Context: an optimization exercise on an open-source flow, tuned for small area and a short achievable clock period. The choices shown serve that exercise and are no tape-out recipe.
At most, simulation tests tie the RTL to the original design; equivalence was not proved.
Only the layout flow was run in runs 5 and 6; the RTL was not checked for function there.
No activity file was given, so power comes from the tool's default toggle rates.

--- flow/resynth.abc ---
strash
ifraig
scorr
dc2
dch -f
map -a
topo
strash
dch -f
map -D 1000
topo
strash
dch -f
map -D 1000
topo
--- config.mk ---
export PLATFORM = sky130hd
export DESIGN_NAME = convolution
export DESIGN_NICKNAME = convolution
export VERILOG_FILES = /design/flow/design.v
export SDC_FILE = /design/flow/constraint.sdc
export NUM_CORES = 4
export LEC_CHECK = 0
export CAP_MARGIN = 20
export CORE_MARGIN = 2
export CORE_UTILIZATION = 40
export SETUP_SLACK_MARGIN = 3.3
export SLEW_MARGIN = 20
export TNS_END_PERCENT = 10
--- constraint.sdc ---
create_clock -name core_clock -period 5.5 [get_ports {clk}]
set_input_delay 1.1000 -clock core_clock [delete_from_list [all_inputs] [get_ports {clk}]]
set_output_delay 1.1000 -clock core_clock [all_outputs]
set_load 0.01 [all_outputs]
--- flow/run.sh ---
#!/bin/bash
# Own flow: the standard synthesis, then its combinational logic re-mapped by ABC for area
# (registers, their names and cell types kept as the standard synthesis made them), then the
# standard ORFS layout of that netlist with buf_1 port buffers.
set -euo pipefail
W=$PWD
R=orfs/results/sky130hd/convolution/base
YOSYS=$FLOW_HOME/../tools/install/yosys/bin/yosys
[ -x "$YOSYS" ] || YOSYS=yosys
LIB=$FLOW_HOME/platforms/sky130hd/lib/sky130_fd_sc_hd__tt_025C_1v80.lib

bash standard.sh synth > std_synth.log 2>&1
cp $R/1_2_yosys.v std_netlist.v
DU=$(grep -o -- "-dont_use [^ ]*" orfs/logs/sky130hd/convolution/base/1_2_yosys.log | sort -u | tr '\n' ' ')
mv orfs orfs_std

cat > resynth.ys <<EOT
read_liberty -ignore_miss_func $LIB
blackbox sky130_fd_sc_hd__df* sky130_fd_sc_hd__conb_*
read_verilog std_netlist.v
hierarchy -top $FLOW_TOP
flatten
opt_clean -purge
opt -fast
abc -script $W/flow/resynth.abc -liberty $LIB $DU
opt_clean -purge
hilomap -singleton -hicell sky130_fd_sc_hd__conb_1 HI -locell sky130_fd_sc_hd__conb_1 LO
splitnets
opt_clean -purge
stat -liberty $LIB
write_verilog -noattr -noexpr -nohex -nodec resynth.v
EOT
$YOSYS -s resynth.ys > resynth.log 2>&1

bash standard.sh SYNTH_NETLIST_FILES=$W/resynth.v \
  BUFFER_PORTS_ARGS="-buffer_cell sky130_fd_sc_hd__buf_1" finish > flow_layout.log 2>&1
--- standard.sh ---
#!/bin/bash
# synth_recipe.tcl (not shown) runs the flow's synth.tcl, then flattens the netlist and writes it again
# the make line also repeats each setting of config.mk as NAME=value (left out here)
make -C /OpenROAD-flow-scripts/flow DESIGN_CONFIG=/design/flow/config.mk WORK_HOME=/design/flow/orfs CLKGATE_MAP_FILE= SYNTH_SCRIPT=/design/flow/synth_recipe.tcl "${@:-finish}"
--- design.v ---
module convolution(
input        clk,
input [71:0] pixel_data_in,
input        pixel_data_valid_in,
output reg [7:0] convolved_data_out,
output reg   convolved_data_valid_out
);
wire [7:0] p0 = pixel_data_in[7:0];
wire [7:0] p1 = pixel_data_in[15:8];
wire [7:0] p2 = pixel_data_in[23:16];
wire [7:0] p3 = pixel_data_in[31:24];
wire [7:0] p5 = pixel_data_in[47:40];
wire [7:0] p6 = pixel_data_in[55:48];
wire [7:0] p7 = pixel_data_in[63:56];
wire [7:0] p8 = pixel_data_in[71:64];
reg [8:0] a, b, c, d;
reg       valid1;
always @(posedge clk) begin
    a <= {1'b0, p0} - {1'b0, p8};
    b <= {1'b0, p6} - {1'b0, p2};
    c <= {1'b0, p3} - {1'b0, p5};
    d <= {1'b0, p1} - {1'b0, p7};
    valid1 <= pixel_data_valid_in;
end
wire [10:0] ae = {{2{a[8]}}, a};
wire [10:0] be = {{2{b[8]}}, b};
wire [10:0] ce = {{2{c[8]}}, c};
wire [10:0] de = {{2{d[8]}}, d};
reg [10:0] gx, gy;
reg        valid2;
always @(posedge clk) begin
    gx <= ae + be + {ce[9:0], 1'b0};
    gy <= ae - be + {de[9:0], 1'b0};
    valid2 <= valid1;
end
wire m64x = &gx[10:6] & ~|gx[5:0];
wire m64y = &gy[10:6] & ~|gy[5:0];
wire bigx = ~(&gx[10:6] | ~|gx[10:6]) | m64x;
wire bigy = ~(&gy[10:6] | ~|gy[10:6]) | m64y;
localparam [895:0] TX_TABLE = 896'h7efdfbf7ef9f3e7cf9f3e7af5ebd78f1e3c76edd3a74e5cb870ddbb66ad5a3466c98b060bd72d58ad5294e992a44480f9d3664b1420302800a308142c64d9d3e811244a993a954ad62d5cbd83062c99b468d5ab66eddc3872e5d3a74eddbc78f1e3d7af5ebe7cf9f3e7cf9fbf7efdfbf;
wire [6:0] tx = TX_TABLE[7*gx[6:0] +: 7];
wire [6:0] xy = gy[6:0] ^ {7{gy[10]}};
wire [7:0] cmp = {1'b0, xy} + {1'b0, ~tx} + {7'b0, gy[10]};
wire is_edge = bigx | bigy | cmp[7];
always @(posedge clk) begin
    convolved_data_out <= {8{is_edge}};
    convolved_data_valid_out <= valid2;
end
endmodule
==> summary.txt, run 1 <==
Setup path
  • Critical Path, Cell by Cell: clkbuf_2, inv_2, nor2_4, nand2_2, nand2_2, o21ai_2, nand2_1, nand2_2, nand2_2, nand2_2, nand2_1, o211ai_1, and3_4, a21oi_1
  • Reg2Reg Capture Point: convolved_data_out[0]
  • R2R depth: 9
  • Crit end category: flip-flop
  • Crit path kind: in2reg
  • Worst endpoint required time: roughly 5.7 ns
  • Crit Path Max Fanout: 2
  • CP peak stage delay: 0.22 ns
  • R2R Setup Slk: 3.45 ns
  • CP Launch Type: input pin
  • FF-to-FF Start: gx[3]
  • Slowest CP cell: and3_4
  • CP Data Arrival Time: 2.35 ns
  • Most frequent CP cell: nand2_2

Outcome
  • Status: complete, no violations

Floorplanning
  • Die Wd: ~110 um
  • Initial Util: 40.9%
  • Number of core rows: 37
  • Area of the core: 10200 um^2
  • Full die area: 11300 um^2
  • Top-Level Pins: 83
  • Die Span Y: 106 um

STA
  • Fin Hold WS: roughly 0.33 ns
  • RSZ-0062 raised after global routing: yes
  • Final worst slack: 3.37 ns
  • Tmin final: between 2 and 2.5 ns
  • Slew @ Worst Pin: roughly 0.45 ns
  • Clock Skews: 0.0115 ns
  • Post-route setup TNS: 0 ns
  • Fmax: between 400 and 500 MHz
  • Final Setup Violations: 0
  • Max-slew headroom: 69.8%
  • Slew Limit Fails: 0
  • Fin crit share: 38.7%
  • Final Hold Viols: 0

Cells and area
  • Fillcell total: 1056
  • Layout Cells excl Fill: 875
  • Nets: ~810
  • Fraction of layout cells with a size suffix above 1: 11.6%
  • Post-route cell area: 4990 um^2
  • Register area: 1230 um^2
  • Fin util: 48.8%
  • Area growth, synth to finish: 19.3%
  • ANT cells: 0
  • Multi-input logic area: 2710 um^2

Synth
  • Gate Count Post-Synth: between 600 and 700
  • Mean post-synth cell area: about 6.5 um^2
  • Mapped cell area: between 4000 and 5000 um^2
  • Warnings, synthesis: 0
  • Synth Net Count: 722

Detailed routing
  • Wire per inst: 9.71 um
  • Via/cell ratio: approximately 4.8
  • Vias: 4193
  • Drc violations: 0
  • Initial DRC Count: 186
  • WL final: roughly 8.5 mm
  • Final ANT Viol Nets: 0
  • Pre-antenna DRT Iters: 5

CTS
  • # H-tree levels: 3
  • Worst-path clk slew: about 0.070 ns
  • Root Driver: clkbuf_8
  • CTS Buffer Depth: 2
  • Hold Buf Count CTS: 0
  • TritonCTS clock tree: built
  • CTS Buf Count: 9
  • Clk sinks: 61
  • Clk Latency, worst-skew pair: 0.33 ns

GRT
  • First-pass GRT wire length: 15.1 mm
  • Vias in the first global route: roughly 3800
  • Gr usage total: 16.0%
  • Grt ovf: 0
  • Largest net degree at the start of global routing: 14
  • Initial antenna violation count: 0

Pwr
  • Peak VDD IR: about 140 uV
  • Leak: 2.08 nW
  • PwrDens: between 400 and 500 nW/um^2
  • Power Total: 2.23 mW

Place
  • Dpl cells: 858
  • Port Buf Inserts: 74
  • DP Wirelength: slightly above 7 mm
  • Placed Area: 4670 um^2
  • GP Congestion: roughly 0.87
  • Post-Place Worst Slack: 2.86 ns

Worst hold path
  • HP Class: reg2reg
  • Cells on Worst Hold Path: 0
  • Hold endpoint: convolved_data_valid_out
  • Worst Hold Launch: valid2

Run
  • Max Cap Viol: 0
-- area by class of cell --
cell class              instances  share of cell area [%]
clock buffers                  12                    2.91
clock inverters                 4                   0.952
well taps                     136                    3.41
inverters                     105                    7.97
multi-input cells             482                    54.3
repair buffers                 75                    5.81
flip-flops and latches         61                    24.6
-- how the worst max path moves through the flow --
| stage | startpoint | to | cells after the start |
|---|---|---|---|
| global placement | pixel_data_in[49] | b[8] | 13 |
| detailed placement | pixel_data_in[49] | b[8] | 13 |
| CTS | pixel_data_in[49] | b[8] | 13 |
| finish | pixel_data_in[64] | a[8] | 14 |
| floorplan | pixel_data_in[49] | b[7] | 12 |
| global route | pixel_data_in[64] | a[8] | 14 |
-- where the power goes --
group	switching, mW	leakage [nW]	internal, mW
combinational	0.671	1.47	0.455
sequential	0.140	0.514	0.578
clock	0.164	0.0964	0.220
total	0.976	2.08	1.25
-- layer usage --
metal | vias up | routed length, um | global-route usage, %
met5 | - | 0 | 0
met4 | 0 | 129 | 6.48
met3 | 14 | 374 | 2.94
met2 | 113 | 3950 | 26.9
met1 | 1788 | 4040 | 20.2
li1 | 2278 | - | -
-- flip-flops by register name, indices dropped and copies added, names as in the netlist --
| signal | count |
|---|---|
| gy | 11 |
| gx | 10 |
| a | 9 |
| b | 9 |
| c | 9 |
| d | 9 |
| convolved_data_out | 1 |
| convolved_data_valid_out | 1 |
| valid1 | 1 |
| valid2 | 1 |
-- critical path, delay by kind of cell --
family / cells / cell delay, ns
AO/OA/AOI/OAI: 3 / 0.31
buffers and inverters: 2 / 0.17
AND/OR/NAND/NOR: 9 / 0.77
-- cell usage in the layout, fill, tap and decap left out, drive strengths merged, types with 2 or more instances in the layout --
cell,instances
nor3,11
and2b,4
clkbuf,16
and3,2
nor2,85
or2,8
a21boi,5
o31ai,2
a31oi,3
nand2,137
a211oi,2
o21ai,39
a21oi,28
inv,2
o2111ai,2
o22ai,4
a41oi,2
o211ai,9
a21o,6
xor2,44
dfxtp,61
a22oi,5
nand3,46
xnor2,27
buf,71
clkinv,105
-- repair_timing --
action | CTS | global route
gates resized for setup | 5 | 44
pin swaps | 0 | 11
setup buffers | 0 | 1
endpoints found under the setup margin | 7 | 19
==> inputs of run 2 (changes only) <==
--- a/config.mk
+++ b/config.mk
@@ -8,6 +8,5 @@
 export CAP_MARGIN = 20
 export CORE_MARGIN = 2
-export CORE_UTILIZATION = 40
-export SETUP_SLACK_MARGIN = 3.3
+export CORE_UTILIZATION = 60
+export SETUP_SLACK_MARGIN = 3.2
 export SLEW_MARGIN = 20
-export TNS_END_PERCENT = 10
==> summary.txt, run 2 <==
Cells and area
  • Nets: 808 (unchanged)
  • Commonest cells after routing, fill and taps aside: nand2_1, clkinv_1, nor2_1
  • Area growth, synth to finish: 17.2%
  • Fillcell total: 529 (-50%)
  • Fraction of layout cells with a size suffix above 1: 9.88% (-1.8 points)
  • Reg with most FFs: gy
  • Most common cell after layout, fill and taps aside: nand2_1
  • Biggest regs: gy: 11 flops, gx: 10 flops
  • Max reg flops: 11 (unchanged)
  • ANT cells: 0 (unchanged)

GRT
  • Initial antenna violation count: 0 (unchanged)
  • Gr usage total: 24.3% (+8.3 points)
  • First-pass GRT wire length: 15.0 mm (-0.60%)
  • Grt ovf: 0 (unchanged)
  • Largest net degree at the start of global routing: 14 (unchanged)
  • Vias in the first global route: 3888 (+2.0%)

STA
  • Tmin final: 2.19 ns (+0.0611 ns)
  • Max-slew headroom: 65.7% (-4.1 points)
  • Final worst slack: 3.31 ns (-0.0611 ns)
  • Slew Limit Fails: 0 (unchanged)
  • Final Hold Viols: 0 (unchanged)
  • Clock Skews: 0.0113 ns (-0.000195 ns)
  • Slew @ Worst Pin: 0.513 ns (+0.0650 ns)
  • Fmax: 457 MHz (-2.8%)
  • Fin crit share: 39.8% (+1.1 points)
  • RSZ-0062 raised after global routing: yes
  • Final Setup Violations: 0 (unchanged)
  • Post-route setup TNS: 0 ns (unchanged)

Pwr
  • Leak: 2.06 nW (-0.77%)
  • PwrDens: 460 nW/um^2 (+3.0%)
  • Peak VDD IR: 186 uV (+33%)

Setup path
  • Slowest CP cell: or2_2
  • FF-to-FF Start: gx[3]
  • CP peak stage delay: 0.29 ns (+0.07 ns)
  • CP Launch Type: input pin
  • Crit end category: flip-flop
  • Reg2Reg Capture Point: convolved_data_out[0]
  • Critical Path, Cell by Cell: buf_1, clkinv_1, or2_2, nand2_2, o21ai_1, nand2_1, nand2_2, nand2_1, nand2_1, nand2_1, o211ai_1, and3_4, a21oi_1
  • Worst endpoint required time: 5.77 ns (+0.05 ns)
  • Crit path kind: in2reg
  • Crit Path Max Fanout: 2 (unchanged)
  • CP Data Arrival Time: 2.45 ns (+0.10 ns)
  • R2R depth: 9 (unchanged)
  • Most frequent CP cell: nand2_1
  • R2R Setup Slk: 3.36 ns (-0.09 ns)

Floorplanning
  • Top-Level Pins: 83 (unchanged)
  • Die Wd: 87.5 um (-18%)
  • Number of core rows: 30 (-19%)
  • Full die area: 7660 um^2 (-32%)
  • Die Span Y: 87.5 um (-18%)
  • Area of the core: 6760 um^2 (-34%)
  • Initial Util: 61.9% (+21 points)

Detailed routing
  • Drc violations: 0 (unchanged)
  • Vias: 4318 (+3.0%)
  • Final ANT Viol Nets: 0 (unchanged)
  • WL final: 9.28 mm (+9.1%)
  • Wire per inst: 11.3 um (+17%)
  • Via/cell ratio: 5.27 (+10%)
  • Initial DRC Count: 102 (-45%)
  • Pre-antenna DRT Iters: 4 (-1)

Place
  • DP Wirelength: 7.35 mm (+3.7%)
  • Post-Place Worst Slack: 2.74 ns (-0.122 ns)
  • GP Congestion: 0.885 (+1.6%)
  • Port Buf Inserts: 74 (unchanged)

Synth
  • Warnings, synthesis: 0 (unchanged)
  • Synth Net Count: 722 (unchanged)
  • Gate Count Post-Synth: 648 (unchanged)
  • Mean post-synth cell area: 6.46 um^2 (unchanged)
  • Mapped cell area: 4190 um^2 (unchanged)

CTS
  • Worst-path clk slew: 0.08 ns (about the same)
  • Clk sinks: 61 (unchanged)
  • Clk Latency, worst-skew pair: 0.34 ns (about the same)
  • CTS Buffer Depth: 2 (unchanged)
  • CTS Buf Count: 9 (unchanged)
  • TritonCTS clock tree: built
  • # H-tree levels: 3 (unchanged)
  • Root Driver: clkbuf_8

Worst hold path
  • Worst Hold Launch: valid1
  • Cells on Worst Hold Path: 0 (unchanged)
  • HP Class: reg2reg
  • Hold endpoint: valid2

Run
  • Max Cap Viol: 0 (unchanged)

Outcome
  • Status: complete, no violations
run 2: changes by cell type in the layout (fill, tap and decap cells not counted), sizes merged:
cell      delta
buf          +4
clkbuf       -7
clkinv       +1
clkinvlp     +2
run 2: repair_timing:
| item | in CTS | in global routing |
|---|---|---|
| hold buffers | 0 | 0 |
| resized for setup | 9 | 36 |
| setup endpoints to repair | 6 | 14 |
| pin swaps | 0 | 4 |
| setup buffers | 0 | 1 |
run 2: worst max path at each step:
stage | startpoint | endpoint | depth (start not counted)
after floorplan | pixel_data_in[65] | a[8] | 12
after global placement | pixel_data_in[40] | c[7] | 13
after detailed placement | pixel_data_in[40] | c[7] | 13
after CTS | pixel_data_in[49] | b[7] | 13
after global routing | pixel_data_in[40] | c[7] | 13
final | pixel_data_in[57] | d[8] | 13
run 2: layer usage:
layer / track usage (%) / routed length (um) / share of wire [%] / vias to the layer above
met5: 0 / 0 / 0 / -
li1: - / - / - / 2280
met3: 4.55 / 462 / 5.0 / 20
met1: 27.8 / 3980 / 43 / 1881
met4: 11.0 / 207 / 2.2 / 0
met2: 43.5 / 4620 / 50 / 137
run 2: power by group:
| part | switching, mW | internal, mW |
|---|---|---|
| clock network | 0.185 | 0.210 |
| logic | 0.688 | 0.447 |
| registers | 0.147 | 0.578 |
| total | 1.02 | 1.23 |
run 2: critical path: cells and delay by family:
family                 cells  cell delay (ns)
AND/OR/NAND/NOR            8             0.91
AO/OA/AOI/OAI              3             0.34
buffers and inverters      2             0.13
run 2: metrics by stage:
stage                     util (%)  instance area (um^2)  cells  total power [mW]  hold WS, ns
after floorplan                  -                  4190    648              1.56        0.310
after detailed placement      67.6                  4570    802              1.80        0.318
after global routing          72.6                  4910    819              2.45        0.337
after global placement        67.6                  4570    802              1.77        0.315
final                         72.6                  4910    819              2.26        0.332
after CTS                     70.8                  4780    818              2.21        0.336
run 2: area by class of cell:
type / count / area, um^2 / area share, %
clock buffers: 9 / 124 / 2.52
clock inverters: 7 / 72.6 / 1.48
inverters: 105 / 400 / 8.16
multi-input cells: 482 / 2700 / 55.0
flip-flops and latches: 61 / 1230 / 25.0
well taps: 80 / 100 / 2.04
repair buffers: 75 / 285 / 5.81
==> inputs of run 3 (changes only) <==
--- a/flow/run.sh
+++ b/flow/run.sh
@@ -34,3 +34,3 @@
 
 bash standard.sh SYNTH_NETLIST_FILES=$W/resynth.v \
-  BUFFER_PORTS_ARGS="-buffer_cell sky130_fd_sc_hd__buf_1" finish > flow_layout.log 2>&1
+  BUFFER_PORTS_ARGS="-buffer_cell sky130_fd_sc_hd__buf_1" RECOVER_POWER=100 finish > flow_layout.log 2>&1
--- a/config.mk
+++ b/config.mk
@@ -8,5 +8,6 @@
 export CAP_MARGIN = 20
 export CORE_MARGIN = 2
-export CORE_UTILIZATION = 60
-export SETUP_SLACK_MARGIN = 3.2
+export CORE_UTILIZATION = 40
+export SETUP_SLACK_MARGIN = 3.3
 export SLEW_MARGIN = 20
+export TNS_END_PERCENT = 10
==> summary.txt, run 3 <==
Synth
  • Gate Count Post-Synth: 648 (unchanged)
  • Mean post-synth cell area: 6.46 um^2 (unchanged)
  • Synth Net Count: 722 (unchanged)
  • Warnings, synthesis: 0 (unchanged)
  • Mapped cell area: 4190 um^2 (unchanged)

GRT
  • First-pass GRT wire length: 15.1 mm (+0.60%)
  • Initial antenna violation count: 0 (unchanged)
  • Largest net degree at the start of global routing: 14 (unchanged)
  • Gr usage total: 16.0% (-8.3 points)
  • Vias in the first global route: 3812 (-2.0%)
  • Grt ovf: 0 (unchanged)

STA
  • Clock Skews: 0.0120 ns (+0.000724 ns)
  • Post-route setup TNS: 0 ns (unchanged)
  • Final Hold Viols: 0 (unchanged)
  • Slew @ Worst Pin: 0.465 ns (-0.0478 ns)
  • Fmax: 405 MHz (-11%)
  • Slew Limit Fails: 0 (unchanged)
  • RSZ-0062 raised after global routing: yes
  • Tmin final: 2.47 ns (+0.280 ns)
  • Max-slew headroom: 68.7% (+3.0 points)
  • Fin Hold WS: 0.329 ns (-0.00288 ns)
  • Fin crit share: 44.9% (+5.1 points)
  • Final Setup Violations: 0 (unchanged)

Setup path
  • CP peak stage delay: 0.32 ns (+0.03 ns)
  • Crit Path Max Fanout: 2 (unchanged)
  • FF-to-FF Start: gx[1]
  • Buf/Inv on CP: 2 (unchanged)
  • Crit path launch: pixel_data_in[49]
  • Worst endpoint required time: 5.70 ns (-0.07 ns)
  • Most frequent CP cell: nand2_1
  • Top delay family on crit path: compound AO/OA/AOI/OAI gates
  • CP Data Arrival Time: 2.67 ns (+0.22 ns)
  • CP Launch Type: input pin
  • Slowest CP cell: a21boi_0
  • Crit path kind: in2reg
  • Critical Path, Cell by Cell: buf_1, clkinv_1, nand2_2, a21boi_0, nand2_2, nand2_1, nand2_1, o21ai_0, nand2_1, nand3_1, nand3_1, o21ai_0, xor2_1
  • Crit end category: flip-flop

CTS
  • Hold Buf Count CTS: 0 (unchanged)
  • TritonCTS clock tree: built
  • Worst-path clk slew: 0.07 ns (about the same)
  • Root Driver: clkbuf_8
  • CTS Buffer Depth: 2 (unchanged)
  • CTS Buf Count: 9 (unchanged)
  • Clk sinks: 61 (unchanged)
  • # H-tree levels: 3 (unchanged)
  • Clk Latency, worst-skew pair: 0.33 ns (about the same)

Place
  • Port Buf Inserts: 74 (unchanged)
  • GP Congestion: 0.871 (-1.6%)
  • Placed Area: 4670 um^2 (+2.3%)
  • DP Wirelength: 7.08 mm (-3.6%)

Floorplanning
  • Number of core rows: 37 (+23%)
  • Full die area: 11300 um^2 (+47%)
  • Die Wd: 106 um (+21%)
  • Initial Util: 40.9% (-21 points)
  • Die Span Y: 106 um (+21%)
  • Top-Level Pins: 83 (unchanged)
  • Area of the core: 10200 um^2 (+51%)

Detailed routing
  • Drc violations: 0 (unchanged)
  • WL final: 8.50 mm (-8.4%)
  • Met2 wire length: 3.95 mm (-14%)
  • Wire per inst: 9.71 um (-14%)
  • Initial DRC Count: 171 (+68%)
  • Wl on met1: 4.05 mm (+1.7%)
  • Final ANT Viol Nets: 0 (unchanged)
  • Top Layer Used: met4
  • Met3 WL: 375 um (-19%)
  • Vias: 4204 (-2.6%)
  • Via/cell ratio: 4.80 (-8.9%)
  • Pre-antenna DRT Iters: 5 (+1)

Pwr
  • Flop pwr share: 32.6% (+0.5 points)
  • Clk network pwr share: 17.4% (about the same)
  • Int Pwr: 1.24 mW (+0.39%)
  • Peak VDD IR: 140 uV (-25%)
  • Switching Power: 962 uW (-5.7%)
  • Logic pwr share: 50.0% (-0.3 points)
  • Sw frac: 43.7% (-1.5 points)
  • Leak: 2.05 nW (-0.66%)
  • PwrDens: 451 nW/um^2 (-1.9%)

Cells and area
  • Reg with most FFs: gy
  • Fin util: 47.7% (-25 points)
  • Biggest regs: gy: 11 flops, gx: 10 flops
  • Fraction of layout cells with a size suffix above 1: 7.85% (-2.0 points)
  • Commonest cells after routing, fill and taps aside: nand2_1, clkinv_1, nor2_1
  • Register area: 1230 um^2 (-0.10%)
  • Fillcell total: 1078 (+100%)
  • Most common cell after layout, fill and taps aside: nand2_1
  • Multi-input logic area: 2610 um^2 (-3.3%)
  • Max reg flops: 11 (unchanged)
  • Post-route cell area: 4880 um^2 (-0.46%)
  • Nets: 808 (unchanged)
  • Area growth, synth to finish: 16.7%
  • ANT cells: 0 (unchanged)

Run
  • Max Cap Viol: 0 (unchanged)

Worst hold path
  • Worst Hold Launch: valid2
  • HP Class: reg2reg

Outcome
  • Status: complete, no violations
-- run 3: what timing repair did --
item                                   CTS  global route
cloned                                   0             0
pin swaps                                0            11
setup endpoints to repair                7            19
setup buffers                            0             1
gates resized for setup                  5            44
endpoints found under the hold margin    0             0
-- run 3: final timing paths --
kind / to / slack, ns / cells past startpoint
worst max register to register: convolved_data_out[0] / 3.33 / 11
worst max-delay path: b[7] / 3.03 / 13
worst min register to register: convolved_data_valid_out / 0.33 / 0
worst min-delay path: convolved_data_valid_out / 0.33 / 0
-- run 3: power groups by stage --
stage | Combinational [mW] | Clock (mW) | Sequential, mW
floorplan | 0.877 | 0 | 0.683
global placement | 1.06 | 0 | 0.716
detailed placement | 1.08 | 0 | 0.720
CTS | 1.09 | 0.395 | 0.713
global route | 1.27 | 0.418 | 0.740
finish | 1.10 | 0.384 | 0.718
-- run 3: final cells by class --
| cell class | count | share of cell area, % |
|---|---|---|
| multi-input cells | 482 | 53.4 |
| clock buffers | 12 | 2.97 |
| inverters | 105 | 8.15 |
| flip-flops and latches | 61 | 25.1 |
| clock inverters | 4 | 0.974 |
| well taps | 136 | 3.48 |
| repair buffers | 75 | 5.92 |
-- run 3: per-layer routing --
metal | up-vias | GRT usage (%)
met3 | 14 | 2.94
met1 | 1801 | 20.2
met2 | 109 | 26.9
li1 | 2280 | -
met4 | 0 | 6.48
met5 | - | 0
-- run 3: metrics by stage --
stage	std cells	total power, mW	worst slack, ns
6_report	875	2.20	3.03
5_1_grt	875	2.43	2.79
4_1_cts	874	2.20	3.23
3_5_place_dp	858	1.80	2.86
3_3_place_gp	858	1.77	2.88
2_1_floorplan	648	1.56	3.29
==> inputs of run 4 (changes only) <==
--- a/flow/run.sh
+++ b/flow/run.sh
@@ -34,3 +34,3 @@
 
 bash standard.sh SYNTH_NETLIST_FILES=$W/resynth.v \
-  BUFFER_PORTS_ARGS="-buffer_cell sky130_fd_sc_hd__buf_1" RECOVER_POWER=100 finish > flow_layout.log 2>&1
+  BUFFER_PORTS_ARGS="-buffer_cell sky130_fd_sc_hd__buf_1" SETUP_MOVE_SEQUENCE=unbuffer,sizeup,swap finish > flow_layout.log 2>&1
==> summary.txt, run 4 <==
Setup path
  • CP Launch Type: input pin
  • Most frequent CP cell: nand2_1
  • Critical Path, Cell by Cell: buf_1, nor2_2, nand2_1, nand2_2, o21ai_2, nand2_1, nand2_1, nand2_1, nand2_1, nand2_1, o211ai_1, and3_4, nor2_1
  • Slowest CP cell: and3_4
  • Buf/Inv on CP: 1 (-1)
  • Worst endpoint required time: 5.73 ns (+0.03 ns)
  • Crit path kind: in2reg
  • Crit Path Max Fanout: 2 (unchanged)
  • CP Data Arrival Time: 2.37 ns (-0.30 ns)
  • Crit end category: flip-flop
  • CP peak stage delay: 0.23 ns (-0.09 ns)
  • Top delay family on crit path: simple AND/OR/NAND/NOR gates

Pwr
  • Clk network pwr share: 17.3% (about the same)
  • PwrDens: 446 nW/um^2 (-1.0%)
  • Power Total: 2.22 mW (+0.89%)
  • Switching Power: 975 uW (+1.3%)
  • Flop pwr share: 32.4% (-0.2 points)
  • Leak: 2.07 nW (+1.0%)
  • Sw frac: 43.9% (+0.19 points)
  • Peak VDD IR: 139 uV (-0.14%)
  • Logic pwr share: 50.3% (+0.3 points)
  • Int Pwr: 1.25 mW (+0.55%)

Detailed routing
  • Wl on met1: 4.07 mm (+0.40%)
  • Initial DRC Count: 175 (+2.3%)
  • Top Layer Used: met4
  • Vias: 4183 (-0.50%)
  • Wire per inst: 9.73 um (+0.16%)
  • WL final: 8.50 mm (about the same)
  • Final ANT Viol Nets: 0 (unchanged)
  • Met2 wire length: 3.95 mm (-0.15%)
  • Via/cell ratio: 4.79 (-0.39%)
  • Pre-antenna DRT Iters: 5 (unchanged)
  • Met3 WL: 369 um (-1.6%)
  • Drc violations: 0 (unchanged)

Floorplanning
  • Full die area: 11300 um^2 (unchanged)
  • Area of the core: 10200 um^2 (unchanged)
  • Initial Util: 40.9% (unchanged)
  • Die Span Y: 106 um (unchanged)
  • Top-Level Pins: 83 (unchanged)
  • Number of core rows: 37 (unchanged)
  • Die Wd: 106 um (unchanged)

Cells and area
  • Reg with most FFs: gy
  • Fin util: 48.6% (+0.92 points)
  • Fraction of layout cells with a size suffix above 1: 11.0% (+3.1 points)
  • Nets: 807 (-0.12%)
  • Area growth, synth to finish: 18.9%
  • Fillcell total: 1062 (-1.5%)
  • Max reg flops: 11 (unchanged)
  • Biggest regs: gy: 11 flops, gx: 10 flops
  • Layout Cells excl Fill: 874 (-0.11%)
  • ANT cells: 0 (unchanged)
  • Commonest cells after routing, fill and taps aside: nand2_1, clkinv_1, nor2_1
  • Most common cell after layout, fill and taps aside: nand2_1

Place
  • GP Congestion: 0.871 (unchanged)
  • DP Wirelength: 7.08 mm (unchanged)
  • Post-Place Worst Slack: 2.86 ns (unchanged)
  • Port Buf Inserts: 74 (unchanged)
  • Dpl cells: 858 (unchanged)

STA
  • Final worst slack: 3.36 ns (+0.323 ns)
  • Post-route setup TNS: 0 ns (unchanged)
  • Fmax: 466 MHz (+15%)
  • RSZ-0062 raised after global routing: yes
  • Slew @ Worst Pin: 0.448 ns (-0.0173 ns)
  • Tmin final: 2.14 ns (-0.323 ns)
  • Final Setup Violations: 0 (unchanged)
  • Final Hold Viols: 0 (unchanged)
  • Max-slew headroom: 69.8% (+1.2 points)
  • Clock Skews: 0.0122 ns (+0.000162 ns)
  • Slew Limit Fails: 0 (unchanged)
  • Fin crit share: 39.0% (-5.9 points)

CTS
  • Hold Buf Count CTS: 0 (unchanged)
  • # H-tree levels: 3 (unchanged)
  • Clk Latency, worst-skew pair: 0.33 ns (about the same)
  • CTS Buf Count: 9 (unchanged)
  • CTS Buffer Depth: 2 (unchanged)
  • Root Driver: clkbuf_8
  • TritonCTS clock tree: built
  • Clk sinks: 61 (unchanged)
  • Worst-path clk slew: 0.07 ns (about the same)

GRT
  • Initial antenna violation count: 0 (unchanged)
  • First-pass GRT wire length: 15.1 mm (unchanged)
  • Grt ovf: 0 (unchanged)
  • Largest net degree at the start of global routing: 14 (unchanged)
  • Gr usage total: 16.0% (unchanged)
  • Vias in the first global route: 3812 (unchanged)

Synth
  • Warnings, synthesis: 0 (unchanged)
  • Mean post-synth cell area: 6.46 um^2 (unchanged)
  • Mapped cell area: 4190 um^2 (unchanged)
  • Gate Count Post-Synth: 648 (unchanged)
  • Synth Net Count: 722 (unchanged)

Worst hold path
  • HP Class: reg2reg

Outcome
  • Status: complete, no violations

Run
  • Max Cap Viol: 0 (unchanged)
run 4: changes by cell type in the layout (fill, tap and decap cells not counted), moves of 3 or more:
cell	before	now
nand2_2	6	10
o21ai_0	35	28
o21ai_2	0	6
nand2_1	131	127
dfxtp_2	4	7
nor2_1	81	78
dfxtp_1	57	54
run 4: cell type report:
| class | count | area, um^2 | share of cell area (%) |
|---|---|---|---|
| Multi-Input combinational cell | 482 | 2710 | 54.3 |
| Sequential cell | 61 | 1230 | 24.7 |
| Inverter | 105 | 398 | 7.99 |
| Timing Repair Buffer | 74 | 282 | 5.66 |
| Tap cell | 136 | 170 | 3.42 |
| Clock buffer | 12 | 145 | 2.92 |
| Clock inverter | 4 | 47.5 | 0.955 |
run 4: path summary, 6_finish.rpt:
check / cells after the start / slack (ns) / to / startpoint
min reg2reg: 0 / 0.33 / convolved_data_valid_out / valid2
max reg2reg: 9 / 3.45 / convolved_data_out[0] / gx[3]
min: 0 / 0.33 / convolved_data_valid_out / valid2
max: 13 / 3.36 / d[7] / pixel_data_in[8]
run 4: metrics by stage:
step                      instance area, um^2  hold slack [ns]
after floorplan                          4230            0.310
after global placement                   4670            0.311
after detailed placement                 4670            0.315
after CTS                                4870            0.332
after global routing                     4980            0.348
final                                    4980            0.329
run 4: layer usage:
layer,vias to the layer above,GRT usage [%]
met2,111,26.9
met3,14,2.94
li1,2272,-
met1,1786,20.2
met5,-,0
met4,0,6.48
run 4: worst reg2reg max path: stages, from the launching register on:
cell	delay [ns]
dfxtp_2	0.46
clkinv_2	0.20
nor2_1	0.28
clkinv_1	0.14
a22oi_1	0.18
nor3_1	0.06
o2111ai_1	0.27
a21oi_1	0.11
a21oi_1	0.14
o21ai_0	0.09
run 4: timing repair:
item | 4_1_cts | 5_1_grt
endpoints found under the setup margin | 7 | 19
resized for setup | 5 | 40
pin swaps | 0 | 9
setup buffers | 0 | 0
run 4: power groups by stage:
| stage | registers, mW | clock network, mW | logic (mW) |
|---|---|---|---|
| 5_1_grt | 0.741 | 0.418 | 1.29 |
| 2_1_floorplan | 0.683 | 0 | 0.877 |
| 3_3_place_gp | 0.716 | 0 | 1.06 |
| 6_report | 0.719 | 0.385 | 1.12 |
| 4_1_cts | 0.713 | 0.395 | 1.09 |
| 3_5_place_dp | 0.720 | 0 | 1.08 |
==> inputs of run 5 (changes only) <==
--- a/design.v
+++ b/design.v
@@ -27,20 +27,22 @@
 wire [10:0] ce = {{2{c[8]}}, c};
 wire [10:0] de = {{2{d[8]}}, d};
-reg [10:0] gx, gy;
-reg        valid2;
+wire [10:0] gx = ae + be + {ce[9:0], 1'b0};
+wire [10:0] gy = ae - be + {de[9:0], 1'b0};
+wire bigx = ~(&gx[10:6] | ~|gx[10:6]) | (&gx[10:6] & ~|gx[5:0]);
+wire bigy = ~(&gy[10:6] | ~|gy[10:6]) | (&gy[10:6] & ~|gy[5:0]);
+reg [6:0] gx2, gy2;
+reg       big2;
+reg       valid2;
 always @(posedge clk) begin
-    gx <= ae + be + {ce[9:0], 1'b0};
-    gy <= ae - be + {de[9:0], 1'b0};
+    gx2 <= gx[6:0];
+    gy2 <= gy[6:0];
+    big2 <= bigx | bigy;
     valid2 <= valid1;
 end
-wire m64x = &gx[10:6] & ~|gx[5:0];
-wire m64y = &gy[10:6] & ~|gy[5:0];
-wire bigx = ~(&gx[10:6] | ~|gx[10:6]) | m64x;
-wire bigy = ~(&gy[10:6] | ~|gy[10:6]) | m64y;
 localparam [895:0] TX_TABLE = 896'h7efdfbf7ef9f3e7cf9f3e7af5ebd78f1e3c76edd3a74e5cb870ddbb66ad5a3466c98b060bd72d58ad5294e992a44480f9d3664b1420302800a308142c64d9d3e811244a993a954ad62d5cbd83062c99b468d5ab66eddc3872e5d3a74eddbc78f1e3d7af5ebe7cf9f3e7cf9fbf7efdfbf;
-wire [6:0] tx = TX_TABLE[7*gx[6:0] +: 7];
-wire [6:0] xy = gy[6:0] ^ {7{gy[10]}};
-wire [7:0] cmp = {1'b0, xy} + {1'b0, ~tx} + {7'b0, gy[10]};
-wire is_edge = bigx | bigy | cmp[7];
+wire [6:0] tx = TX_TABLE[7*gx2 +: 7];
+wire [6:0] xy = gy2 ^ {7{gy2[6]}};
+wire [7:0] cmp = {1'b0, xy} + {1'b0, ~tx} + {7'b0, gy2[6]};
+wire is_edge = big2 | cmp[7];
 always @(posedge clk) begin
     convolved_data_out <= {8{is_edge}};
--- a/flow/run.sh
+++ b/flow/run.sh
@@ -34,3 +34,3 @@
 
 bash standard.sh SYNTH_NETLIST_FILES=$W/resynth.v \
-  BUFFER_PORTS_ARGS="-buffer_cell sky130_fd_sc_hd__buf_1" SETUP_MOVE_SEQUENCE=unbuffer,sizeup,swap finish > flow_layout.log 2>&1
+  BUFFER_PORTS_ARGS="-buffer_cell sky130_fd_sc_hd__buf_1" finish > flow_layout.log 2>&1
==> flow/resynth.abc (replaced) <==
strash
ifraig
dc2
dch -f
map -a
topo
strash
dch -f
map -a
topo
strash
dch -f
map -a
topo
strash
dch -f
map -a
topo
--- a/config.mk
+++ b/config.mk
@@ -9,5 +9,4 @@
 export CORE_MARGIN = 2
 export CORE_UTILIZATION = 40
-export SETUP_SLACK_MARGIN = 3.3
+export SETUP_SLACK_MARGIN = 3.4
 export SLEW_MARGIN = 20
-export TNS_END_PERCENT = 10
==> summary.txt, run 5 <==
Synth
  • Warnings, synthesis: 0 (unchanged)
  • Mapped cell area: 3920 um^2 (-6.3%)
  • Gate Count Post-Synth: 604 (-6.8%)
  • Synth Net Count: 678 (-6.1%)
  • Mean post-synth cell area: 6.49 um^2 (+0.49%)

Floorplanning
  • Area of the core: 9640 um^2 (-5.8%)
  • Die Span Y: 103 um (-3.1%)
  • Number of core rows: 36 (-2.7%)
  • Die Wd: 103 um (-3.1%)
  • Initial Util: 40.7% (-0.24 points)
  • Top-Level Pins: 83 (unchanged)
  • Full die area: 10600 um^2 (-6.1%)

Detailed routing
  • Via/cell ratio: 4.71 (-1.6%)
  • Drc violations: 0 (unchanged)
  • Wire per inst: 11.6 um (+19%)
  • Final ANT Viol Nets: 0 (unchanged)
  • WL final: 10.7 mm (+26%)
  • Pre-antenna DRT Iters: 4 (-1)
  • Initial DRC Count: 117 (-33%)
  • Vias: 4355 (+4.1%)

STA
  • Clock Skews: 0.00443 ns (-0.00778 ns)
  • Tmin final: 2.77 ns (+0.625 ns)
  • Post-route setup TNS: 0 ns (unchanged)
  • Fin crit share: 50.4% (+11 points)
  • Slew Limit Fails: 0 (unchanged)
  • RSZ-0062 raised after global routing: yes
  • Max-slew headroom: 68.0% (-1.8 points)
  • Final Hold Viols: 0 (unchanged)
  • Final Setup Violations: 0 (unchanged)
  • Slew @ Worst Pin: 0.476 ns (+0.0280 ns)
  • Fmax: 361 MHz (-23%)

Place
  • DP Wirelength: 6.61 mm (-6.7%)
  • Placed Area: 4670 um^2 (unchanged)
  • GP Congestion: 0.894 (+2.6%)
  • Port Buf Inserts: 74 (unchanged)

Setup path
  • Crit path kind: reg2reg
  • Worst endpoint required time: 5.69 ns (-0.04 ns)
  • CP Launch Type: flip-flop
  • CP Data Arrival Time: 2.96 ns (+0.59 ns)
  • Crit end category: flip-flop
  • Crit Path Max Fanout: 3 (+1)

Pwr
  • PwrDens: 450 nW/um^2 (+0.75%)
  • Leak: 2.66 nW (+28%)
  • Peak VDD IR: 209 uV (+50%)

Cells and area
  • Post-route cell area: 6340 um^2 (+27%)
  • Commonest cells after routing, fill and taps aside: clkinv_1, nor2_1, nand2_1
  • Multi-input logic area: 2990 um^2 (+10%)
  • Fillcell total: 806 (-24%)
  • Most common cell after layout, fill and taps aside: clkinv_1
  • Nets: 865 (+7.2%)
  • Fraction of layout cells with a size suffix above 1: 37.2% (+26 points)
  • ANT cells: 0 (unchanged)
  • Area growth, synth to finish: 61.7%
  • Register area: 1110 um^2 (-9.7%)

GRT
  • First-pass GRT wire length: 15.9 mm (+5.6%)
  • Initial antenna violation count: 0 (unchanged)
  • Gr usage total: 18.6% (+2.6 points)
  • Grt ovf: 0 (unchanged)
  • Vias in the first global route: 3863 (+1.3%)
  • Largest net degree at the start of global routing: 18 (+4)

Outcome
  • Status: complete, no violations

CTS
  • Clk sinks: 54 (-11%)
  • Clk Latency, worst-skew pair: 0.31 ns (-0.02 ns)
  • Worst-path clk slew: 0.10 ns (+0.03 ns)
  • Hold Buf Count CTS: 0 (unchanged)
  • # H-tree levels: 2 (-1)
  • Root Driver: clkbuf_8
  • CTS Buf Count: 5 (-4)
  • CTS Buffer Depth: 2 (unchanged)
  • TritonCTS clock tree: built

Run
  • Max Cap Viol: 0 (unchanged)

Worst hold path
  • HP Class: reg2reg
## run 5: cell count changes in the layout (fill, tap and decap cells not counted), moves of 14 or more
cell     delta
dfxtp_1    -14
buf_1      -20
nand2_1    -62
a21oi_2    +18
buf_4      +62
nand3_1    -38
nor2_4     +16
buf_6      +56
## run 5: critical path: stages, from the launching register on
cell and delay [ns]:
dfxtp_4 0.37, inv_4 0.06, nor2_4 0.03, or2_4 0.27, xor2_4 0.17, xnor2_2 0.20, o21ai_2 0.10, buf_4 0.13
buf_4 0.12, buf_4 0.12, buf_4 0.12, buf_4 0.12, buf_4 0.13, buf_6 0.12, xor2_4 0.15, a21oi_2 0.15
nand3_1 0.10, o22ai_2 0.10, o211ai_1 0.10
## run 5: area by class of cell
class	instances	share of cell area [%]
clock inverters	3	0.691
multi-input cells	426	47.1
flip-flops and latches	54	17.5
inverters	124	8.94
clock buffers	5	1.09
repair buffers	180	22.0
well taps	133	2.63
## run 5: final timing paths
check             cells after the start  slack, ns    from                       end
setup / recovery                     18       2.73    a[2]                      big2
hold / removal                        0       0.34  valid2  convolved_data_valid_out
setup reg to reg                     18       2.73    a[2]                      big2
hold reg to reg                       0       0.34  valid2  convolved_data_valid_out
## run 5: layer usage
layer | share of wire (%) | routed length, um | up-vias | global-route usage [%]
met2 | 53 | 5710 | 127 | 35.1
met4 | 3.1 | 334 | 0 | 6.88
met3 | 3.6 | 385 | 34 | 2.71
met5 | 0 | 0 | - | 0
li1 | - | - | 2241 | -
met1 | 40 | 4280 | 1953 | 21.2
## run 5: power by group
group          switching (mW)  internal, mW
registers               0.136         0.510
clock network           0.135         0.136
logic                    1.02         0.915
## run 5: per-stage QoR
| stage | setup WS (ns) | util, % | total power [mW] | std cells | hold slack [ns] |
|---|---|---|---|---|---|
| after global placement | 2.29 | 48.5 | 1.97 | 811 | 0.312 |
| after floorplan | 2.96 | - | 1.71 | 604 | 0.310 |
| final | 2.73 | 65.7 | 2.85 | 925 | 0.343 |
| after global routing | 2.55 | 65.7 | 3.08 | 925 | 0.352 |
| after detailed placement | 2.27 | 48.5 | 1.98 | 811 | 0.324 |
| after CTS | 2.89 | 60.3 | 2.55 | 907 | 0.348 |
## run 5: timing repair
item	4_1_cts	5_1_grt
buffers inserted	88	18
resized for setup	111	102
endpoints found under the setup margin	19	35
pin swaps	68	43
==> inputs of run 6 (changes only) <==
--- a/flow/run.sh
+++ b/flow/run.sh
@@ -1,6 +1,7 @@
 #!/bin/bash
-# Own flow: the standard synthesis, then its combinational logic re-mapped by ABC for area
-# (registers, their names and cell types kept as the standard synthesis made them), then the
-# standard ORFS layout of that netlist with buf_1 port buffers.
+# Own flow: the standard synthesis, then its combinational logic re-mapped by ABC (registers,
+# their names and cell types kept exactly as the standard synthesis made them), the logic fed
+# by the input ports mapped for a tighter delay than the rest, then the standard ORFS layout
+# of that netlist with buf_1 cells as the port buffers.
 set -euo pipefail
 W=$PWD
@@ -9,4 +10,5 @@
 [ -x "$YOSYS" ] || YOSYS=yosys
 LIB=$FLOW_HOME/platforms/sky130hd/lib/sky130_fd_sc_hd__tt_025C_1v80.lib
+source flow/params.sh
 
 bash standard.sh synth > std_synth.log 2>&1
@@ -14,4 +16,10 @@
 DU=$(grep -o -- "-dont_use [^ ]*" orfs/logs/sky130hd/convolution/base/1_2_yosys.log | sort -u | tr '\n' ' ')
 mv orfs orfs_std
+
+abc_script() {
+  printf "strash\nifraig\nscorr\ndc2\ndch -f\nmap -a\ntopo\nstrash\ndch -f\nmap -D $1\ntopo\nstrash\ndch -f\nmap -D $1\ntopo\n"
+}
+abc_script $D_IN > resynth_in.abc
+abc_script $D_REST > resynth_rest.abc
 
 cat > resynth.ys <<EOT
@@ -22,6 +30,11 @@
 flatten
 opt_clean -purge
+techmap
 opt -fast
-abc -script $W/flow/resynth.abc -liberty $LIB $DU
+select -set s1 w:pixel_data_in w:pixel_data_valid_in %u %co*:-sky130_fd_sc_hd__dfxtp_1[Q] t:sky130_fd_sc_hd__df* %d
+setattr -set stage1 1 @s1
+select -set s2 * a:stage1 %d t:sky130_fd_sc_hd__df* %d t:sky130_fd_sc_hd__conb* %d
+abc -script $W/resynth_rest.abc -liberty $LIB $DU @s2
+abc -script $W/resynth_in.abc -liberty $LIB $DU a:stage1
 opt_clean -purge
 hilomap -singleton -hicell sky130_fd_sc_hd__conb_1 HI -locell sky130_fd_sc_hd__conb_1 LO
==> flow/params.sh (new file) <==
D_IN=900
D_REST=1500
--- a/config.mk
+++ b/config.mk
@@ -9,4 +9,4 @@
 export CORE_MARGIN = 2
 export CORE_UTILIZATION = 40
-export SETUP_SLACK_MARGIN = 3.4
+export SETUP_SLACK_MARGIN = 3.3
 export SLEW_MARGIN = 20
removed: flow/resynth.abc
==> summary.txt, run 6 <==
Outcome
  • Status: complete, no violations

Setup path
  • Slowest CP cell: or2b_4
  • Reg2Reg Capture Point: convolved_data_out[0]
  • Critical Path, Cell by Cell: buf_6, or2b_4, nand2_2, nand4_1, a21oi_2, o22ai_2, a21oi_2, o22ai_2, o2bb2ai_1, nand2_1
  • Crit path launch: pixel_data_in[41]
  • Crit end category: flip-flop
  • CP Capture Point: c[7]
  • Crit Path Max Fanout: 4 (+1)
  • Crit path kind: in2reg
  • R2R depth: 12 (-6)
  • Worst endpoint required time: 5.75 ns (+0.06 ns)
  • CP peak stage delay: 0.25 ns (-0.12 ns)
  • CP Data Arrival Time: 2.48 ns (-0.48 ns)
  • FF-to-FF Start: gy2[0]
  • CP Launch Type: input pin
  • R2R Setup Slk: 3.28 ns (+0.55 ns)

GRT
  • First-pass GRT wire length: 17.3 mm (+8.2%)
  • Initial antenna violation count: 0 (unchanged)
  • Largest net degree at the start of global routing: 16 (-2)
  • Gr usage total: 18.2% (-0.42 points)
  • Met2 Resource Use GR: 33.2% (-1.9 points)
  • Met1 usage: 22.1% (+0.92 points)
  • Grt ovf: 0 (unchanged)
  • Vias in the first global route: 4309 (+12%)
  • Met3 Resource Use GR: 2.39% (-0.32 points)
  • GR peak layer: met2

STA
  • Final Hold Viols: 0 (unchanged)
  • Max-slew headroom: 70.0% (+2.0 points)
  • Final Setup Violations: 0 (unchanged)
  • Fin crit share: 40.5% (-9.8 points)
  • Fmax: 449 MHz (+24%)
  • Clock Skews: 0.0122 ns (+0.00773 ns)
  • Tmin final: 2.23 ns (-0.540 ns)
  • Post-route setup TNS: 0 ns (unchanged)
  • Slew Limit Fails: 0 (unchanged)
  • Slew @ Worst Pin: 0.445 ns (-0.0307 ns)
  • RSZ-0062 raised after global routing: yes

CTS
  • Root Driver: clkbuf_8
  • Worst-path clk slew: 0.09 ns (about the same)
  • Clk Latency, worst-skew pair: 0.30 ns (about the same)
  • CTS Buffer Depth: 2 (unchanged)
  • Hold Buf Count CTS: 0 (unchanged)
  • Clk sinks: 54 (unchanged)
  • TritonCTS clock tree: built
  • CTS Buf Count: 5 (unchanged)
  • # H-tree levels: 2 (unchanged)

Detailed routing
  • Drc violations: 0 (unchanged)
  • WL final: 10.5 mm (-1.6%)
  • Wire per inst: 11.0 um (-5.2%)
  • Final ANT Viol Nets: 0 (unchanged)
  • Initial DRC Count: 144 (+23%)
  • Vias: 4729 (+8.6%)
  • Pre-antenna DRT Iters: 4 (unchanged)
  • Via/cell ratio: 4.93 (+4.6%)

Synth
  • Mapped cell area: 4190 um^2 (+6.9%)
  • Warnings, synthesis: 0 (unchanged)
  • Synth Net Count: 772 (+14%)
  • Gate Count Post-Synth: 698 (+16%)
  • Mean post-synth cell area: 6.00 um^2 (-7.5%)

Cells and area
  • Commonest cells after routing, fill and taps aside: nand2_1, clkinv_1, nor2_1
  • Area growth, synth to finish: 36.0%
  • Most common cell after layout, fill and taps aside: nand2_1
  • Nets: 897 (+3.7%)
  • Layout Cells excl Fill: 960 (+3.8%)
  • Fraction of layout cells with a size suffix above 1: 27.8% (-9.5 points)
  • ANT cells: 0 (unchanged)

Run
  • Max Cap Viol: 0 (unchanged)

Pwr
  • Peak VDD IR: 142 uV (-32%)
  • PwrDens: 380 nW/um^2 (-16%)
  • Leak: 2.47 nW (-6.9%)

Worst hold path
  • HP Class: reg2reg

Floorplanning
  • Number of core rows: 37 (+2.8%)
  • Area of the core: 10200 um^2 (+6.1%)
  • Die Wd: 106 um (+3.2%)
  • Top-Level Pins: 83 (unchanged)
  • Full die area: 11300 um^2 (+6.6%)
  • Initial Util: 40.9% (+0.28 points)
  • Die Span Y: 106 um (+3.2%)

Place
  • GP Congestion: 0.797 (-11%)
  • DP Wirelength: 8.11 mm (+23%)
  • Dpl cells: 908 (+12%)
  • Port Buf Inserts: 74 (unchanged)
[run 6: cell count changes in the layout (fill, tap and decap cells not counted), sizes merged, moves of 15 or more]
cell,previous run,this run
nand2,79,166
xnor2,39,5
a21oi,46,31
buf,178,118
o21ai,24,56
nand3,6,27
xor2,56,30
[run 6: per-stage QoR]
stage	hold slack, ns	power (mW)	setup slack (ns)	util (%)	area, um^2
finish	0.330	2.16	3.27	55.7	5700
CTS	0.334	2.00	3.25	51.9	5310
floorplan	0.310	1.38	3.11	-	4290
global placement	0.311	1.61	2.69	46.3	4740
global route	0.338	2.36	3.11	55.7	5700
detailed placement	0.314	1.61	2.74	46.3	4740
[run 6: worst min path at each step]
stage / to / from / cells after the start / slack [ns]
detailed placement: convolved_data_valid_out / valid2 / 0 / 0.31
global placement: valid2 / valid1 / 0 / 0.31
CTS: convolved_data_valid_out / valid2 / 0 / 0.33
finish: convolved_data_valid_out / valid2 / 0 / 0.33
global route: convolved_data_valid_out / valid2 / 0 / 0.34
floorplan: convolved_data_valid_out / valid2 / 0 / 0.31
[run 6: worst max-delay path: cells and delay by family]
| kind | cells | cell delay (ns) |
|---|---|---|
| compound gates | 5 | 0.78 |
| simple gates | 4 | 0.52 |
| buf+inv | 1 | 0.09 |
[run 6: where the power goes]
| part | total, mW | leakage [nW] | internal, mW | switching (mW) |
|---|---|---|---|---|
| clock network | 0.257 | 0.0524 | 0.136 | 0.121 |
| registers | 0.588 | 0.456 | 0.484 | 0.104 |
| logic | 1.32 | 1.97 | 0.551 | 0.767 |
| total | 2.16 | 2.47 | 1.17 | 0.992 |
[run 6: area by class of cell]
class	instances	area (um^2)
multi-input cells	522	3150
repair buffers	118	687
fillers	1003	4530
clock inverters	1	30.0
flip-flops and latches	54	1110
clock buffers	7	76.3
inverters	122	475
well taps	136	170
[run 6: metal layers]
metal	up-vias	share of wire [%]	wire length, um
li1	2527	-	-
met1	2086	46	4800
met2	99	49	5170
met3	17	3.5	374
met4	0	1.8	191
met5	-	0	0
[run 6: repair_timing]
item,CTS,global route
endpoints found under the setup margin,16,17
cloned,0,0
gates resized for setup,73,100
pin swaps,42,37
buffers inserted,38,6
==> inputs of run 7 (changes only) <==
--- a/design.v
+++ b/design.v
@@ -27,22 +27,20 @@
 wire [10:0] ce = {{2{c[8]}}, c};
 wire [10:0] de = {{2{d[8]}}, d};
-wire [10:0] gx = ae + be + {ce[9:0], 1'b0};
-wire [10:0] gy = ae - be + {de[9:0], 1'b0};
-wire bigx = ~(&gx[10:6] | ~|gx[10:6]) | (&gx[10:6] & ~|gx[5:0]);
-wire bigy = ~(&gy[10:6] | ~|gy[10:6]) | (&gy[10:6] & ~|gy[5:0]);
-reg [6:0] gx2, gy2;
-reg       big2;
-reg       valid2;
+reg [10:0] gx, gy;
+reg        valid2;
 always @(posedge clk) begin
-    gx2 <= gx[6:0];
-    gy2 <= gy[6:0];
-    big2 <= bigx | bigy;
+    gx <= ae + be + {ce[9:0], 1'b0};
+    gy <= ae - be + {de[9:0], 1'b0};
     valid2 <= valid1;
 end
+wire m64x = &gx[10:6] & ~|gx[5:0];
+wire m64y = &gy[10:6] & ~|gy[5:0];
+wire bigx = ~(&gx[10:6] | ~|gx[10:6]) | m64x;
+wire bigy = ~(&gy[10:6] | ~|gy[10:6]) | m64y;
 localparam [895:0] TX_TABLE = 896'h7efdfbf7ef9f3e7cf9f3e7af5ebd78f1e3c76edd3a74e5cb870ddbb66ad5a3466c98b060bd72d58ad5294e992a44480f9d3664b1420302800a308142c64d9d3e811244a993a954ad62d5cbd83062c99b468d5ab66eddc3872e5d3a74eddbc78f1e3d7af5ebe7cf9f3e7cf9fbf7efdfbf;
-wire [6:0] tx = TX_TABLE[7*gx2 +: 7];
-wire [6:0] xy = gy2 ^ {7{gy2[6]}};
-wire [7:0] cmp = {1'b0, xy} + {1'b0, ~tx} + {7'b0, gy2[6]};
-wire is_edge = big2 | cmp[7];
+wire [6:0] tx = TX_TABLE[7*gx[6:0] +: 7];
+wire [6:0] xy = gy[6:0] ^ {7{gy[10]}};
+wire [7:0] cmp = {1'b0, xy} + {1'b0, ~tx} + {7'b0, gy[10]};
+wire is_edge = bigx | bigy | cmp[7];
 always @(posedge clk) begin
     convolved_data_out <= {8{is_edge}};
==> summary.txt, run 7 <==
STA
  • Final Setup Violations: 0 (unchanged)
  • Final worst slack: 3.35 ns (+0.0791 ns)
  • Fin crit share: 39.1% (-1.4 points)
  • Post-route setup TNS: 0 ns (unchanged)
  • Final Hold Viols: 0 (unchanged)
  • Slew Limit Fails: 0 (unchanged)
  • Slew @ Worst Pin: 0.440 ns (-0.00492 ns)
  • Fmax: 465 MHz (+3.7%)
  • Tmin final: 2.15 ns (-0.0791 ns)
  • RSZ-0062 raised after global routing: yes
  • Clock Skews: 0.0103 ns (-0.00187 ns)
  • Max-slew headroom: 70.6% (+0.57 points)

Detailed routing
  • Final ANT Viol Nets: 0 (unchanged)
  • WL final: 9.22 mm (-12%)
  • Drc violations: 0 (unchanged)
  • Pre-antenna DRT Iters: 4 (unchanged)
  • Initial DRC Count: 102 (-29%)
  • Via/cell ratio: 4.69 (-4.9%)
  • Vias: 4162 (-12%)
  • Wire per inst: 10.4 um (-5.4%)

Worst hold path
  • HP Class: reg2reg
  • Worst Hold Launch: valid1

Setup path
  • FF-to-FF Start: gx[2]
  • Crit Path Max Fanout: 9 (+5)
  • Crit end category: flip-flop
  • R2R Setup Slk: 3.35 ns (+0.07 ns)
  • Crit path launch: gx[2]
  • Reg2Reg Capture Point: convolved_data_out[0]
  • CP Capture Point: convolved_data_out[0]
  • R2R depth: 11 (-1)
  • CP Data Arrival Time: 2.33 ns (-0.15 ns)
  • Crit path kind: reg2reg
  • Worst endpoint required time: 5.68 ns (-0.07 ns)
  • CP Launch Type: flip-flop

Pwr
  • Peak VDD IR: 133 uV (-6.2%)
  • Logic pwr share: 53.1% (-7.8 points)
  • Flop pwr share: 30.6% (+3.4 points)
  • Sw frac: 44.3% (-1.5 points)
  • Leak: 2.24 nW (-9.5%)
  • Switching Power: 1.05 mW (+5.8%)
  • Clk network pwr share: 16.4% (+4.5 points)
  • PwrDens: 456 nW/um^2 (+20%)
  • Int Pwr: 1.32 mW (+13%)

Cells and area
  • Area growth, synth to finish: 25.0%
  • Reg with most FFs: gy
  • Nets: 822 (-8.4%)
  • ANT cells: 0 (unchanged)
  • Fraction of layout cells with a size suffix above 1: 16.0% (-12 points)
  • Biggest regs: gy: 11 flops, gx: 10 flops
  • Commonest cells after routing, fill and taps aside: nand2_1, clkinv_1, nor2_1
  • Max reg flops: 11
  • Fin util: 50.9% (-4.7 points)
  • Most common cell after layout, fill and taps aside: nand2_1

Synth
  • Gate Count Post-Synth: 652 (-6.6%)
  • Synth Net Count: 726 (-6.0%)
  • Mean post-synth cell area: 6.37 um^2 (+6.1%)
  • Mapped cell area: 4150 um^2 (-0.90%)
  • Warnings, synthesis: 0 (unchanged)

Place
  • GP Congestion: 0.789 (-1.0%)
  • Port Buf Inserts: 74 (unchanged)
  • Post-Place Worst Slack: 2.75 ns (+0.00805 ns)
  • DP Wirelength: 7.51 mm (-7.4%)

GRT
  • Initial antenna violation count: 0 (unchanged)
  • Gr usage total: 16.8% (-1.4 points)
  • First-pass GRT wire length: 15.5 mm (-10%)
  • Largest net degree at the start of global routing: 14 (-2)
  • Grt ovf: 0 (unchanged)
  • Vias in the first global route: 3830 (-11%)

CTS
  • Clk Latency, worst-skew pair: 0.33 ns (+0.03 ns)
  • CTS Buf Count: 9 (+4)
  • Root Driver: clkbuf_8
  • # H-tree levels: 3 (+1)
  • Clk sinks: 61 (+13%)
  • TritonCTS clock tree: built
  • Worst-path clk slew: 0.07 ns (-0.02 ns)
  • CTS Buffer Depth: 2 (unchanged)
  • Hold Buf Count CTS: 0 (unchanged)

Floorplanning
  • Die Wd: 106 um (-0.43%)
  • Area of the core: 10200 um^2 (-0.45%)
  • Full die area: 11200 um^2 (-0.86%)
  • Initial Util: 40.8% (-0.18 points)
  • Die Span Y: 106 um (-0.43%)
  • Number of core rows: 37 (unchanged)
  • Top-Level Pins: 83 (unchanged)

Outcome
  • Status: complete, no violations

Run
  • Max Cap Viol: 0 (unchanged)
-- run 7: cell types whose count changed in the layout (fill, tap and decap cells not counted), moves of 12 or more --
cell,previous run,this run
nor2_1,78,90
xnor2_1,4,20
o21ai_0,43,27
buf_4,41,11
dfxtp_1,36,51
nand2_1,143,131
xor2_1,27,46
-- run 7: power by group through the flow --
stage          clock (mW)  sequential (mW)  combinational [mW]
2_1_floorplan           0            0.689               0.877
3_3_place_gp            0            0.715                1.12
3_5_place_dp            0            0.714                1.12
4_1_cts             0.402            0.711                1.15
5_1_grt             0.421            0.744                1.43
6_report            0.387            0.725                1.26
-- run 7: what timing repair did --
item	4_1_cts	5_1_grt
gates resized for setup	25	62
hold endpoints to repair	0	0
setup buffers	2	9
pin swaps	5	21
endpoints found under the setup margin	14	20
-- run 7: worst min-delay path by stage --
stage | endpoint | cells after the start
floorplan | convolved_data_valid_out | 0
global placement | valid2 | 0
detailed placement | valid2 | 0
CTS | valid2 | 0
global route | valid2 | 0
finish | valid2 | 0
-- run 7: per-stage QoR --
stage	std cells	instance area, um^2	hold slack [ns]	total power [mW]
after floorplan	652	4180	0.310	1.57
after global placement	862	4630	0.313	1.83
after detailed placement	862	4630	0.314	1.83
after CTS	879	4910	0.331	2.27
after global routing	888	5190	0.348	2.59
final	888	5190	0.330	2.37
-- run 7: worst max-delay path, cell delays in order, from the launching register on --
cell	delay [ns]
dfxtp_2	0.40
inv_4	0.08
nor2_2	0.15
clkinv_2	0.12
nor2_4	0.14
o21ai_0	0.09
o2111ai_1	0.13
nand2_1	0.12
o311ai_2	0.29
o211ai_1	0.12
a22oi_1	0.25
o211ai_1	0.13
-- run 7: area by class of cell --
class	instances	area (um^2)
repair buffers	85	379
flip-flops and latches	61	1240
inverters	116	452
well taps	136	170
clock inverters	4	47.5
fillers	1055	5000
clock buffers	11	151
multi-input cells	475	2750
-- run 7: per-layer routing --
layer  up-vias  GRT usage [%]  wire [um]
li1       2259              -          -
met4         0           6.30        170
met3        14           3.34        367
met1      1794           20.0       3950
met5         -              0          0
met2        95           29.6       4730

## port drivers added, routing unchanged
The flow's constraints put no driver on any port. The routed layouts listed below were extracted and timed again, unchanged, in two steps. Step 1, drivers: a clkbuf_16 drives clk and a buf_2 each remaining input, both assumed. Step 2 moves the port delays by t, midway between the first and last clock arrival at a register: inputs arrive t later, outputs are due t later. That takes back most of the time a late clock gives input paths. Slacks: ideal / step 1 / step 2; pairs: ideal / step 1.
| run | t, ns | setup WS [ns] | worst hold slack (ns) | worst slew at a driven data input, ns |
|---|---|---|---|---|
| run 1 | 0.351 | 3.372 / 3.379 / 3.028 | 0.329 / 0.329 / 0.329 | 0.04 |
| run 2 | 0.364 | 3.311 / 3.318 / 2.954 | 0.332 / 0.332 / 0.332 | 0.04 |
| run 3 | 0.350 | 3.032 / 3.039 / 2.689 | 0.329 / 0.329 / 0.329 | 0.04 |
| run 4 | 0.350 | 3.355 / 3.360 / 3.009 | 0.329 / 0.329 / 0.329 | 0.04 |
| run 5 | 0.340 | 2.730 / 2.730 / 2.625 | 0.343 / 0.343 / 0.343 | 0.05 |
| run 6 | 0.330 | 3.271 / 3.272 / 2.942 | 0.330 / 0.330 / 0.330 | 0.05 |
| run 7 | 0.351 | 3.350 / 3.346 / 2.995 | 0.330 / 0.330 / 0.330 | 0.04 |
After both steps every run listed still meets setup and hold. The setup slack of run 2, which loses most, moves by +0.007 ns with the drivers and by -0.357 ns with both steps.
